This is an optimization exercise on Yosys and OpenROAD, whose aim is small area, not a production implementation.
Only simulation tests tie the RTL to the original design; equivalence was not proved.
The flow treats the clock pin as an ideal source. Dropping or thinning the clock tree relies on that and would not hold on a real chip.
No activity file was given, so power comes from the tool's default toggle rates.

## LED_top
module LED_top (
    input clk,
    input rst,
    input btn1in,
    input btn2in,
    input btn3in,
    output A,
    output B,
    output C,
    output D,
    output R0,
    output G0,
    output B0,
    output R1,
    output G1,
    output B1,
    output OE,
    output LAT,
    output clk_shft
);
Size in the first run: ~220 cells after synthesis, about 18 I/O pins, roughly 2200 um2 of cells after synthesis.
clock: 12.0 ns
lec_check: 0
cap_margin: 20
core_margin: 2
core_utilization: 40
slew_margin: 20
standard.sh (not shown) runs the stock make flow with config.mk's settings and CLKGATE_MAP_FILE= SYNTH_SCRIPT=/design/flow/synth_recipe.tcl, a recipe that flattens the netlist after the stock synthesis.
==> flow/flow/run.sh <==
#!/bin/bash
# Own layout flow: the standard flow (standard.sh) with three changes:
#  - synthesis maps with an area-oriented ABC script (flow/abc_area.script,
#    selected by ABC_AREA=1); everything else in synthesis is unchanged, so
#    the registers are those of the standard synthesis;
#  - port buffers are sky130_fd_sc_hd__buf_1 (the ports carry light loads);
#  - the clock tree is two clkbuf_16, each driving half of the flip-flops
#    (flow/manual_cts.tcl, in place of clock_tree_synthesis).
set -euo pipefail
here=$(pwd)
rm -rf "$here/scripts_own"
cp -r "$FLOW_HOME/scripts" "$here/scripts_own"
cp "$here/flow/abc_area.script" "$here/scripts_own/abc_area.script"
# clock tree: flow/manual_cts.tcl in place of clock_tree_synthesis
sed -i 's|^log_cmd clock_tree_synthesis {\*}\$cts_args$|source $::env(MANUAL_CTS_TCL)|' "$here/scripts_own/cts.tcl"
grep -q MANUAL_CTS_TCL "$here/scripts_own/cts.tcl"
bash "$here/standard.sh" \
    "SCRIPTS_DIR=$here/scripts_own" \
    ABC_AREA=1 \
    "BUFFER_PORTS_ARGS=-buffer_cell sky130_fd_sc_hd__buf_1" \
    "MANUAL_CTS_TCL=$here/flow/manual_cts.tcl" \
    finish > "$here/flow_make.log" 2>&1
==> flow/flow/abc_area.script <==
strash
dch
amap
topo
==> flow/flow/manual_cts.tcl <==
# Clock tree: the clock port drives NBUF buffers (clkbuf_16), each driving the
# flip-flops of one vertical strip of the core (split by x at equal counts),
# placed at the centre of its flip-flops. detailed_placement in cts.tcl then
# legalizes them.
set cts_cell sky130_fd_sc_hd__clkbuf_16
set cts_nbuf 2
set block [ord::get_db_block]
set dbu [$block getDbUnitsPerMicron]
set loads {}
foreach p [get_pins -of_objects [get_nets clk] -filter "direction==input"] {
  set loc [[[sta::sta_to_db_pin $p] getInst] getLocation]
  lappend loads [list [lindex $loc 0] [lindex $loc 1] $p]
}
set loads [lsort -real -index 0 $loads]
set m [llength $loads]
for {set i 0} {$i < $cts_nbuf} {incr i} {
  set grp [lrange $loads [expr {$i * $m / $cts_nbuf}] [expr {($i + 1) * $m / $cts_nbuf - 1}]]
  set sx 0
  set sy 0
  set pins {}
  foreach g $grp {
    set sx [expr {$sx + [lindex $g 0]}]
    set sy [expr {$sy + [lindex $g 1]}]
    lappend pins [lindex $g 2]
  }
  set cx [expr {$sx / [llength $grp] / double($dbu)}]
  set cy [expr {$sy / [llength $grp] / double($dbu)}]
  insert_buffer -buffer_cell $cts_cell -net clk -load_pins $pins -location [list $cx $cy]
}
puts "manual clock tree: $cts_nbuf x $cts_cell for $m clock pins"
Change:
--- a/flow/flow/manual_cts.tcl
+++ b/flow/flow/manual_cts.tcl
@@ -4,4 +4,4 @@
 # legalizes them.
-set cts_cell sky130_fd_sc_hd__clkbuf_16
-set cts_nbuf 2
+set cts_cell sky130_fd_sc_hd__clkbuf_8
+set cts_nbuf 3
 set block [ord::get_db_block]
- The changed run completed without violations
- global-route usage stays the same
- register-to-register slack stays flat
- routed wire length goes down by 0.54%
- total power goes down by 3.2%
- hold slack is worse by 0.016 ns
In every run of this note, the design's own scripts or RTL, not TritonCTS, make the clock network.

== v6 ==
LED_top, a different RTL version from the one above (not shown whole).
For scale: about 220 cells after synthesis, ~36 flip-flops, ~18 I/O pins, about 2000 µm² of cells after synthesis.
// LED_top
module LED_top (
    input clk,
    input rst,
    input btn1in,
    input btn2in,
    input btn3in,
    output A,
    output B,
    output C,
    output D,
    output R0,
    output G0,
    output B0,
    output R1,
    output G1,
    output B1,
    output OE,
    output LAT,
    output clk_shft
);
==> flow/config.mk <==
export PLATFORM = sky130hd
export DESIGN_NAME = LED_top
export DESIGN_NICKNAME = LED_top
export VERILOG_FILES = /design/flow/design.v
export SDC_FILE = /design/flow/constraint.sdc
export NUM_CORES = 4
export LEC_CHECK = 0
export CAP_MARGIN = 20
export CORE_MARGIN = 2
export CORE_UTILIZATION = 40
export SLEW_MARGIN = 20
==> flow/constraint.sdc <==
create_clock -name core_clock -period 12.0 [get_ports {clk}]
set_input_delay 2.4000 -clock core_clock [delete_from_list [all_inputs] [get_ports {clk}]]
set_output_delay 2.4000 -clock core_clock [all_outputs]
set_load 0.01 [all_outputs]
==> flow/flow/run.sh <==
#!/bin/bash
# Own layout flow: the standard flow (standard.sh) with three changes:
#  - synthesis maps with an area-oriented ABC script (flow/abc_area.script,
#    selected by ABC_AREA=1); everything else in synthesis is unchanged, so
#    the registers are those of the standard synthesis;
#  - port buffers are sky130_fd_sc_hd__buf_1 (the ports carry light loads);
#  - the clock tree is three clkbuf_8, each driving a third of the flip-flops
#    (flow/manual_cts.tcl, in place of clock_tree_synthesis).
set -euo pipefail
here=$(pwd)
rm -rf "$here/scripts_own"
cp -r "$FLOW_HOME/scripts" "$here/scripts_own"
cp "$here/flow/abc_area.script" "$here/scripts_own/abc_area.script"
# clock tree: flow/manual_cts.tcl in place of clock_tree_synthesis
sed -i 's|^log_cmd clock_tree_synthesis {\*}\$cts_args$|source $::env(MANUAL_CTS_TCL)|' "$here/scripts_own/cts.tcl"
grep -q MANUAL_CTS_TCL "$here/scripts_own/cts.tcl"
bash "$here/standard.sh" \
    "SCRIPTS_DIR=$here/scripts_own" \
    ABC_AREA=1 \
    "BUFFER_PORTS_ARGS=-buffer_cell sky130_fd_sc_hd__buf_1" \
    "MANUAL_CTS_TCL=$here/flow/manual_cts.tcl" \
    finish > "$here/flow_make.log" 2>&1
==> flow/flow/manual_cts.tcl <==
# Clock tree: the clock port drives cts_nbuf buffers (cts_cell), each driving the
# flip-flops of one vertical strip of the core (split by x at equal counts),
# placed at the centre of its flip-flops. detailed_placement in cts.tcl then
# legalizes them.
set cts_cell sky130_fd_sc_hd__clkbuf_8
set cts_nbuf 2
set block [ord::get_db_block]
set dbu [$block getDbUnitsPerMicron]
set loads {}
foreach p [get_pins -of_objects [get_nets clk] -filter "direction==input"] {
  set loc [[[sta::sta_to_db_pin $p] getInst] getLocation]
  lappend loads [list [lindex $loc 0] [lindex $loc 1] $p]
}
set loads [lsort -real -index 0 $loads]
set m [llength $loads]
for {set i 0} {$i < $cts_nbuf} {incr i} {
  set grp [lrange $loads [expr {$i * $m / $cts_nbuf}] [expr {($i + 1) * $m / $cts_nbuf - 1}]]
  set sx 0
  set sy 0
  set pins {}
  foreach g $grp {
    set sx [expr {$sx + [lindex $g 0]}]
    set sy [expr {$sy + [lindex $g 1]}]
    lappend pins [lindex $g 2]
  }
  set cx [expr {$sx / [llength $grp] / double($dbu)}]
  set cy [expr {$sy / [llength $grp] / double($dbu)}]
  insert_buffer -buffer_cell $cts_cell -net clk -load_pins $pins -location [list $cx $cy]
}
puts "manual clock tree: $cts_nbuf x $cts_cell for $m clock pins"
Scripts as last shown in full above: flow/flow/abc_area.script
Modified inputs, v7 compared to v6
--- a/flow/flow/manual_cts.tcl
+++ b/flow/flow/manual_cts.tcl
@@ -4,5 +4,5 @@
 # legalizes them.
 set cts_cell sky130_fd_sc_hd__clkbuf_8
-set cts_nbuf 2
+set cts_nbuf 3
 set block [ord::get_db_block]
 set dbu [$block getDbUnitsPerMicron]
--- outcome ---
v7: full flow OK, the timing, design-rule and antenna checks passed. Relative to v6, final critical-path required period has gone down in v7. Per the comparison of v7 with v6, final area saw an increase; top achievable clock speed saw an increase; total track usage saw little to no change. Relative to v6, worst hold margin has decreased by 0.0054 ns in v7. When the final numbers for v6 and v7 were put side by side, the relative slew slack turned out to be smaller in v7. For routed wire length, v6 and v7 come out practically identical. Changes observed in v7 relative to v6: via count barely changed, fraction of power consumed by the clock network climbed 2.4 points, core region area barely changed. [v7] met3 wire length fell 9.7% relative to v6.
In every run of this note, the design's own scripts or RTL, not TritonCTS, make the clock network.

==> what the ideal ports hide <==
Ports are ideal in the flow. The routed layouts listed here were re-timed in OpenROAD.
Step 1 (the two cells are an assumption about what drives the block):
set clk [get_ports {clk}]
set_driving_cell -lib_cell sky130_fd_sc_hd__clkbuf_16 $clk
set_driving_cell -lib_cell sky130_fd_sc_hd__buf_2 [delete_from_list [all_inputs] $clk]
Step 2, shift: input delay + t, output delay - t, t = (earliest + latest rising clock arrival at the registers) / 2. This alone moves slack from input paths to output paths.
Slacks: no drivers / after step 1 / after step 2; pairs: no drivers / after step 1.
run	t, ns	setup slack, ns	latest minus earliest clock arrival (ns)
the first run of note 1	0.192	7.892 / 7.849 / 8.040	0.015 / 0.015
the second run of note 1	0.192	7.871 / 7.831 / 8.022	0.019 / 0.019
v6	0.202	7.778 / 7.742 / 7.944	0.013 / 0.013
v7	0.182	7.813 / 7.772 / 7.954	0.014 / 0.013
After both steps every run listed still meets setup and hold.
